From an optimization exercise on the open Yosys and OpenROAD flow, aimed at small area, a short achievable clock period and few clock cycles per item; shortcuts taken in it are not production practice. At most, simulation tests tie the RTL to the original design; equivalence was not proved. Power and IR drop assume default switching activity.

==> flow/design.v <==
module mm_top(
    input  logic       clk,
    input  logic       rst,
    input  logic       read,
    input  logic       start,
    input  logic [7:0] in_data,
    input  logic [2:0] ram_slot,
    output logic       finish,
    output logic [8:0] out_data
);
    localparam int W0 = 17, W1 = 17, W2 = 15, W3 = 13;
    localparam int RW = W0 + W1 + W2 + W3;   
    localparam int O1 = W0, O2 = W0 + W1, O3 = W0 + W1 + W2;
    typedef enum logic [1:0] {IDLE = 2'd0, COMP = 2'd1, READ = 2'd2} state_t;
    state_t     state, state_n;
    logic [4:0] u, u_n;      
    logic [2:0] slot_q;      
    logic       fin_q;
    logic [1:0] g;           
    wire idle  = (state == IDLE);
    wire cmd_c = idle && start;
    wire cmd_r = idle && !start && read;
    always_comb begin
        state_n = state;
        u_n = u + 5'd1;
        case (state)
            IDLE: begin
                u_n = (cmd_c || cmd_r) ? 5'd1 : 5'd0;
                if (cmd_c) state_n = COMP;
                else if (cmd_r) state_n = READ;
            end
            COMP: if (u == 5'd31) state_n = IDLE;
            default: if (u == 5'd0) begin
                state_n = IDLE;
                u_n = 5'd0;
            end
        endcase
        if (rst) begin
            state_n = IDLE;
            u_n = 5'd0;
        end
    end
    always_ff @(posedge clk) begin
        g <= g + 2'd1;
        state <= state_n;
        u <= u_n;
        fin_q <= !rst && (state == COMP) && (u == 5'd30);
        if (idle) slot_q <= ram_slot;
    end
    assign finish = fin_q;
    logic [7:0] din_q;
    logic       v1, v2;
    logic [4:0] n1, n2;
    logic [2:0] d1, d2;
    logic [2:0] hs_q;        
    logic [7:0] we_q;        
    always_ff @(posedge clk) begin
        din_q <= in_data;
        v1 <= !rst && (cmd_c || state == COMP);
        n1 <= u;
        d1 <= idle ? ram_slot : slot_q;
        v2 <= v1;
        n2 <= n1;
        d2 <= d1;
        hs_q <= (!rst && (cmd_c || state == COMP)) ? (idle ? ram_slot : slot_q) : slot_q;
        for (int x = 0; x < 8; x++) we_q[x] <= v1 && (d1 == 3'(x));
    end
    function automatic logic [27:0] crow(input logic [2:0] k);
        case (k)
            3'd0: crow = {7'd1,  7'd18, 7'd8,   7'd3};
            3'd1: crow = {7'd10, 7'd40, 7'd125, 7'd22};
            3'd2: crow = {7'd4,  7'd3,  7'd2,   7'd121};
            3'd3: crow = {7'd0,  7'd2,  7'd4,   7'd127};
            3'd4: crow = {7'd2,  7'd16, 7'd120, 7'd8};
            3'd5: crow = {7'd12, 7'd9,  7'd6,   7'd3};
            3'd6: crow = {7'd1,  7'd1,  7'd1,   7'd1};
            default: crow = {7'd2, 7'd2, 7'd2,  7'd2};
        endcase
    endfunction
    wire [27:0] cr = crow(n1[4:2]);
    logic [14:0] p0, p1, p2, p3;
    always_ff @(posedge clk) begin
        p0 <= 15'(din_q) * 15'(cr[6:0]);
        p1 <= 15'(din_q) * 15'(cr[13:7]);
        p2 <= 15'(din_q) * 15'(cr[20:14]);
        p3 <= 15'(din_q) * 15'(cr[27:21]);
    end
    wire first2 = (n2[4:2] == 3'd0);
    wire last2  = (n2[4:2] == 3'd7);
    logic [RW-1:0] nheads [0:7];
    logic [1:0]    bases [0:7];
    logic [8:0]    sp_out [0:7];
    logic [RW-1:0] head_q;
    always_ff @(posedge clk) head_q <= nheads[hs_q];
    wire  [RW-1:0] head = head_q;
    wire [RW-1:0] ah = first2 ? '0 : head;
    wire [W0-1:0] s0 = ah[O1-1:0]  + W0'(p0);
    wire [W1-1:0] s1 = ah[O2-1:O1] + W1'(p1);
    wire [W2-1:0] s2 = ah[O3-1:O2] + W2'(p2);
    wire [W3-1:0] s3 = ah[RW-1:O3] + W3'(p3);
    wire [RW-1:0] sum = {s3, s2, s1, s0};
    logic sp_use, sp_h;
    always_ff @(posedge clk) begin
        sp_use <= (u_n[4:3] == 2'd0);
        sp_h   <= u_n[0];
    end
    for (genvar x = 0; x < 8; x++) begin : g_slot
        logic [RW-1:0] ring0, ring1, ring2, ring3;
        logic [1:0] base;    
        logic [1:0] pos;     
        wire we = we_q[x];
        always_ff @(posedge clk) begin
            ring0 <= ring1;
            ring1 <= ring2;
            ring2 <= ring3;
            ring3 <= we ? sum : ring0;
            if (we && last2 && n2[1:0] == 2'd0) base <= g;
            pos <= base + u_n[2:1] - g - 2'd1;
        end
        assign nheads[x] = ring1;
        assign bases[x] = base;
        logic [16:0] c0;
        always_comb begin
            case (pos)
                2'd0: c0 = ring0[16:0];
                2'd1: c0 = ring1[16:0];
                2'd2: c0 = ring2[16:0];
                default: c0 = ring3[16:0];
            endcase
        end
        assign sp_out[x] = sp_h ? {1'b0, c0[16:9]} : c0[8:0];
    end
    wire [1:0] hrow_n = g + 2'd1 - bases[slot_q];
    wire [5:0] m_a = 6'((6'(u_n) + 6'd2) >> 1);
    wire [5:0] m_b = m_a + 6'd1;
    wire rd_n = (state_n == READ);
    wire ok_a = rd_n && m_a >= 6'd4 && m_a <= 6'd15 && m_a[1:0] == hrow_n;
    wire ok_b = rd_n && m_b >= 6'd4 && m_b <= 6'd15 && m_b[1:0] == hrow_n;
    wire [5:0] m_f = ok_a ? m_a : m_b;
    logic f_en0, f_en1;
    logic [1:0] f_col;
    always_ff @(posedge clk) begin
        f_en0 <= (ok_a || ok_b) && !m_f[0];
        f_en1 <= (ok_a || ok_b) &&  m_f[0];
        f_col <= m_f[3:2];
    end
    logic [16:0] hcol;
    always_comb begin
        case (f_col)
            2'd0: hcol = head[O1-1:0];
            2'd1: hcol = head[O2-1:O1];
            2'd2: hcol = 17'(head[O3-1:O2]);
            default: hcol = 17'(head[RW-1:O3]);
        endcase
    end
    logic [16:0] hold0, hold1;
    logic [7:0]  hi_q;
    logic [8:0]  out_q;
    logic        o_par;
    always_ff @(posedge clk) o_par <= u_n[1];
    wire  [16:0] hold_m = o_par ? hold1 : hold0;
    wire  [2:0]  rslot = idle ? ram_slot : slot_q;
    always_ff @(posedge clk) begin
        if (f_en0) hold0 <= hcol;
        if (f_en1) hold1 <= hcol;
        hi_q <= hold_m[16:9];
        if (sp_use)     out_q <= sp_out[rslot];
        else if (!sp_h) out_q <= hold_m[8:0];
        else            out_q <= {1'b0, hi_q};
    end
    assign out_data = out_q;
endmodule
==> flow/config.mk <==
export PLATFORM = sky130hd
export DESIGN_NAME = mm_top
export DESIGN_NICKNAME = mm_top
export VERILOG_FILES = /design/flow/design.v
export SDC_FILE = /design/flow/constraint.sdc
export NUM_CORES = 4
export LEC_CHECK = 0
export ABC_CLOCK_PERIOD_IN_PS = 3000
export CAP_MARGIN = 20
export CORE_MARGIN = 2
export CORE_UTILIZATION = 55
export CTS_BUF_LIST = sky130_fd_sc_hd__clkbuf_4 sky130_fd_sc_hd__clkbuf_8
export CTS_CLUSTER_SIZE = 30
export SETUP_SLACK_MARGIN = 5
export SLEW_MARGIN = 20
==> flow/constraint.sdc <==
create_clock -name core_clock -period 10.0 [get_ports {clk}]
set_input_delay 2.0000 -clock core_clock [delete_from_list [all_inputs] [get_ports {clk}]]
set_output_delay 2.0000 -clock core_clock [all_outputs]
set_load 0.01 [all_outputs]
run.sh (not shown) runs the stock make flow with config.mk's settings and CLKGATE_MAP_FILE= SYNTH_SCRIPT=/design/flow/synth_recipe.tcl, a recipe that flattens the netlist after the stock synthesis.
==> next run, changes <==
CORE_UTILIZATION = 40   (was 55)
CTS_BUF_LIST = unset   (was sky130_fd_sc_hd__clkbuf_4 sky130_fd_sc_hd__clkbuf_8)
CTS_CLUSTER_SIZE = unset   (was 30)
Effect: Area after synthesis does not change. Utilization decreases by 17 points. Via count decreases by about 2.4%. Combinational power hardly moves. Global-route usage decreases by 8.1 points. Setup slack got worse by 76 ps. Clock skew decreases by 28 ps.
No functional check of the RTL was part of any run of this note.

---

lane 1:
mm_top, a different RTL version from the one above (not shown whole).
Size in the first run: roughly 6700 cells after synthesis, roughly 25 I/O pins, roughly 68000 µm² of cells after synthesis.
Design mm_top, start of the top module:
module mm_top(
    input  logic       clk,
    input  logic       rst,
    input  logic       read,
    input  logic       start,
    input  logic [7:0] in_data,
    input  logic [2:0] ram_slot,
    output logic       finish,
    output logic [8:0] out_data
);
==> flow/config.mk <==
export PLATFORM = sky130hd
export DESIGN_NAME = mm_top
export DESIGN_NICKNAME = mm_top
export VERILOG_FILES = /design/flow/design.v
export SDC_FILE = /design/flow/constraint.sdc
export NUM_CORES = 4
export LEC_CHECK = 0
export ABC_AREA = 1
export CAP_MARGIN = 20
export CORE_MARGIN = 2
export CORE_UTILIZATION = 40
export SLEW_MARGIN = 20
==> flow/constraint.sdc <==
create_clock -name core_clock -period 10.0 [get_ports {clk}]
set_input_delay 2.0000 -clock core_clock [delete_from_list [all_inputs] [get_ports {clk}]]
set_output_delay 2.0000 -clock core_clock [all_outputs]
set_load 0.01 [all_outputs]
standard.sh (not shown) runs the stock make flow with config.mk's settings and CLKGATE_MAP_FILE= SYNTH_SCRIPT=/design/flow/synth_recipe.tcl, a recipe that flattens the netlist after the stock synthesis.
==> flow/flow/run.sh <==
#!/bin/bash
set -euo pipefail
bash standard.sh SETUP_SLACK_MARGIN=6.8 "CTS_ARGS=-sink_clustering_enable -repair_clock_nets -dont_use_dummy_load -sink_clustering_size 24 -sink_clustering_max_diameter 100" "BUFFER_PORTS_ARGS=-buffer_cell sky130_fd_sc_hd__buf_2" finish > standard_flow.log 2>&1
Testbench counts of lane 1, summed over its fixed seeds: cycles 12,480, items 192.
For lane 2, these inputs were changed with respect to lane 1:
- setting CTS_CLUSTER_SIZE to 24 for the first time
- setting CTS_CLUSTER_DIAMETER to 100 for the first time
- setting SETUP_SLACK_MARGIN to 5 for the first time
==> flow/run.sh (new file) <==
#!/bin/bash
# synth_recipe.tcl (not shown) runs the flow's synth.tcl, then flattens the netlist and writes it again
# the make line also repeats each setting of config.mk as NAME=value (left out here)
make -C /OpenROAD-flow-scripts/flow DESIGN_CONFIG=/design/flow/config.mk WORK_HOME=/design/flow/orfs CLKGATE_MAP_FILE= SYNTH_SCRIPT=/design/flow/synth_recipe.tcl finish
removed: flow/flow/run.sh
removed: flow/standard.sh
Results
- Worst-margin pin slew is higher on lane 2
- Lane 2 vs lane 1, cell at the slowest stage of the critical path: clkdlybuf4s50_1 vs dfxtp_4
- Comparing lane 2 with lane 1, the instance area at placement came out essentially unchanged.
- Combinational power: lane 1 vs lane 2, no meaningful difference
- Looking at destination of the critical timing path, the out_data[6] result is from lane 1; the out_data[8] one comes from lane 2.
Input changes introduced in lane 3 (baseline for comparison: lane 2):
- a deleted CTS_CLUSTER_SIZE that had been 24
- a change of CORE_UTILIZATION from 40 to 55
- a deleted CTS_CLUSTER_DIAMETER that had been 100
- a deleted SETUP_SLACK_MARGIN that had been 5
==> flow/flow/run.sh (new file) <==
#!/bin/bash
set -euo pipefail
bash standard.sh SETUP_SLACK_MARGIN=6.8 "CTS_ARGS=-sink_clustering_enable -repair_clock_nets -dont_use_dummy_load -sink_clustering_size 24 -sink_clustering_max_diameter 100" "BUFFER_PORTS_ARGS=-buffer_cell sky130_fd_sc_hd__buf_2" finish > standard_flow.log 2>&1
==> flow/standard.sh (new file) <==
#!/bin/bash
# synth_recipe.tcl (not shown) runs the flow's synth.tcl, then flattens the netlist and writes it again
# the make line also repeats each setting of config.mk as NAME=value (left out here)
make -C /OpenROAD-flow-scripts/flow DESIGN_CONFIG=/design/flow/config.mk WORK_HOME=/design/flow/orfs CLKGATE_MAP_FILE= SYNTH_SCRIPT=/design/flow/synth_recipe.tcl "${@:-finish}"
removed: flow/run.sh
[summary]
Per the comparison of lane 3 with lane 2, count of non-CTS buffers in the layout climbed 14%, post-cts resize count picked up an extra 58, clock input transition at the sequential cells of the worst setup and hold paths ~0 delta.
Setup changes, lane 3 to lane 4
- changing CORE_UTILIZATION from 55 to 40
==> flow/flow/run.sh <==
#!/bin/bash
set -euo pipefail
bash standard.sh SETUP_SLACK_MARGIN=6.8 "CTS_ARGS=-sink_clustering_enable -repair_clock_nets -dont_use_dummy_load" "BUFFER_PORTS_ARGS=-buffer_cell sky130_fd_sc_hd__buf_2" finish > standard_flow.log 2>&1
==> comparison <==
- On lane 4: instance area after placement is 1.2% higher than what lane 3 gave.
- Lane 4: global-route track usage on met2 13 points below lane 3
- Summary of the comparison: layout-stage area growth over the synthesis result is higher in lane 4, relative to lane 3.
- In the metrics for lane 4 and lane 3, the one carrying the lower cell area is lane 3.
- Measured against lane 4, the filler cell count in the final layout of lane 3 comes out at 0.67 times the reference value.
- Lane 4: routability-driven placement congestion ratio lower than lane 3
- The clock-cell share of area in lane 4 sits 3.3 points above the value recorded for lane 3.
- The leakage dissipation reported for lane 4 is greater than that of lane 3 by 4.4%.
- From lane 3 to lane 4 the numbers moved as follows: sequential cell area barely changed; worst hold slack dropped 0.039 ns.
[inputs] lane 5 vs lane 4
==> flow/flow/run.sh <==
#!/bin/bash
set -euo pipefail
ARGS=(SETUP_SLACK_MARGIN=6.8 "CTS_ARGS=-sink_clustering_enable -repair_clock_nets -dont_use_dummy_load -sink_clustering_size 24 -sink_clustering_max_diameter 100" "BUFFER_PORTS_ARGS=-buffer_cell sky130_fd_sc_hd__buf_2")
bash standard.sh "${ARGS[@]}" 3_3_place_gp > standard_flow_place.log 2>&1
ODB=orfs/results/sky130hd/mm_top/base/3_3_place_gp.odb MOVE_FRAC=0.7 openroad -no_init -exit flow/move_out_regs.tcl > move_out_regs.log 2>&1
bash standard.sh "${ARGS[@]}" finish > standard_flow.log 2>&1
==> flow/flow/move_out_regs.tcl (new file) <==
# Pull each register that drives an output port's buffer part of the way
# towards that buffer, after global placement; detailed placement
# legalizes the result.
set frac $::env(MOVE_FRAC)
read_db $::env(ODB)
set block [ord::get_db_block]
foreach bterm [$block getBTerms] {
  if {[$bterm getIoType] != "OUTPUT"} { continue }
  set net [$bterm getNet]
  set buf ""
  foreach it [$net getITerms] { if {[$it isOutputSignal]} { set buf [$it getInst] } }
  if {$buf == ""} { continue }
  set ff ""
  foreach it [$buf getITerms] {
    if {[$it isInputSignal] && [$it getNet] != "NULL"} {
      foreach it2 [[$it getNet] getITerms] { if {[$it2 isOutputSignal]} { set ff [$it2 getInst] } }
    }
  }
  if {$ff == "" || ![[$ff getMaster] isSequential]} { continue }
  set bl [$buf getLocation]
  set fl [$ff getLocation]
  set x [expr {int([lindex $fl 0] + $frac * ([lindex $bl 0] - [lindex $fl 0]))}]
  set y [expr {int([lindex $fl 1] + $frac * ([lindex $bl 1] - [lindex $fl 1]))}]
  puts "move [$ff getName] from $fl to $x $y (buffer [$buf getName] at $bl)"
  $ff setLocation $x $y
}
write_db $::env(ODB)
### Flow results
In lane 5, the tightest hold margin came out 0.054 ns above the value in lane 4. Register bit count reported by yosys came out exactly the same in lane 4 and lane 5. Of lane 4 and lane 5, lane 4 shows the higher final critical delay including setup and external delays, with lane 5 below it. Sum of routed wire length over all layers (lane 5 vs. lane 4) decreases slightly. Layout-stage area growth over the synthesis result is higher on lane 4. Lane 5 has more setup slack than lane 4. Relative contribution of the clock network to total power on lane 5 is down relative to lane 4.

---

Setup of run F:
mm_top, a different RTL version from the one above (not shown whole).
Size: about 5500 cells after synthesis, roughly 2200 flip-flops, roughly 0.069 mm2 of cells after synthesis.
Design mm_top, start of the top module:
module mm_top(
    input  logic       clk,
    input  logic       rst,
    input  logic       read,
    input  logic       start,
    input  logic [7:0] in_data,
    input  logic [2:0] ram_slot,
    output logic       finish,
    output logic [8:0] out_data
);
export LEC_CHECK = 0
export ABC_CLOCK_PERIOD_IN_PS = 3000
export CAP_MARGIN = 20
export CORE_MARGIN = 2
export CORE_UTILIZATION = 40
export SLEW_MARGIN = 20
create_clock -name core_clock -period 10.0 [get_ports {clk}]
==> flow/flow/run.sh <==
#!/bin/bash
set -euo pipefail
bash standard.sh SETUP_SLACK_MARGIN=6.5 finish > standard_flow.log 2>&1
Changes in run G relative to run F:
==> flow/flow/run.sh <==
#!/bin/bash
set -euo pipefail
bash standard.sh SETUP_SLACK_MARGIN=6.5 "CTS_ARGS=-sink_clustering_enable -repair_clock_nets -dont_use_dummy_load" finish > standard_flow.log 2>&1
==> notes.md <==
Run G: PASS, flow complete, no timing, DRC or antenna violations
Via count of the routed design delta (run F -> run G): insignificant
In the tables for run G and run F, buffer count excluding the clock tree in the final layout reads lower with run F.
Relative to run F, the number of logic stages on the critical path including buffering of run G is higher by 3.
The worst IR drop on VDD of run G is higher than that of run F.
Via count of the first global-routing pass: run F vs run G — no meaningful difference
Combinational cell fraction of total power | run G above run F
Run G — sequential share of cell area 0.52 points higher, run F as reference
Comparing power density normalized to cell area for run G and run F, the bigger number came from run F.
No functional check of the RTL was part of any run of this note.

re-timing with driven ports:
No port has a modelled driver above. Below, the same layouts with a new extraction and two added sets of constraints.
Step 1 assumes that a clkbuf_16 drives the clock port and a buf_2 every other input.
Step 2 also shifts input and output timing later by t, the mid clock arrival at the registers, as if the neighbouring blocks saw the same clock.
Slacks: ideal ports / drivers / drivers and shift; pairs: ideal ports / drivers.
run	t (ns)	setup WS [ns]	clock arrival spread, ns	worst slew at a driven data input, ns
the first run of note 1	1.044	5.216 / 5.216 / 4.340	0.091 / 0.092	0.04
the second run of note 1	0.914	5.140 / 5.140 / 4.502	0.051 / 0.051	0.03
lane 1	0.827	6.730 / 6.640 / 6.226	0.101 / 0.101	0.09
lane 2	0.853	6.006 / 5.924 / 5.703	0.075 / 0.075	0.09
lane 3	0.796	6.693 / 6.620 / 6.208	0.085 / 0.086	0.05
lane 4	0.900	6.664 / 6.578 / 6.141	0.148 / 0.148	0.08
lane 5	0.811	6.744 / 6.659 / 6.166	0.117 / 0.117	0.08
run F	0.901	5.547 / 5.547 / 5.547	0.045 / 0.045	0.07
run G	0.862	5.525 / 5.525 / 5.525	0.080 / 0.080	0.06
After both steps setup and hold are still met in every run listed. For the first run of note 1, which loses most, drivers alone change the setup slack by 0.000 ns; drivers and shift together by -0.876 ns.
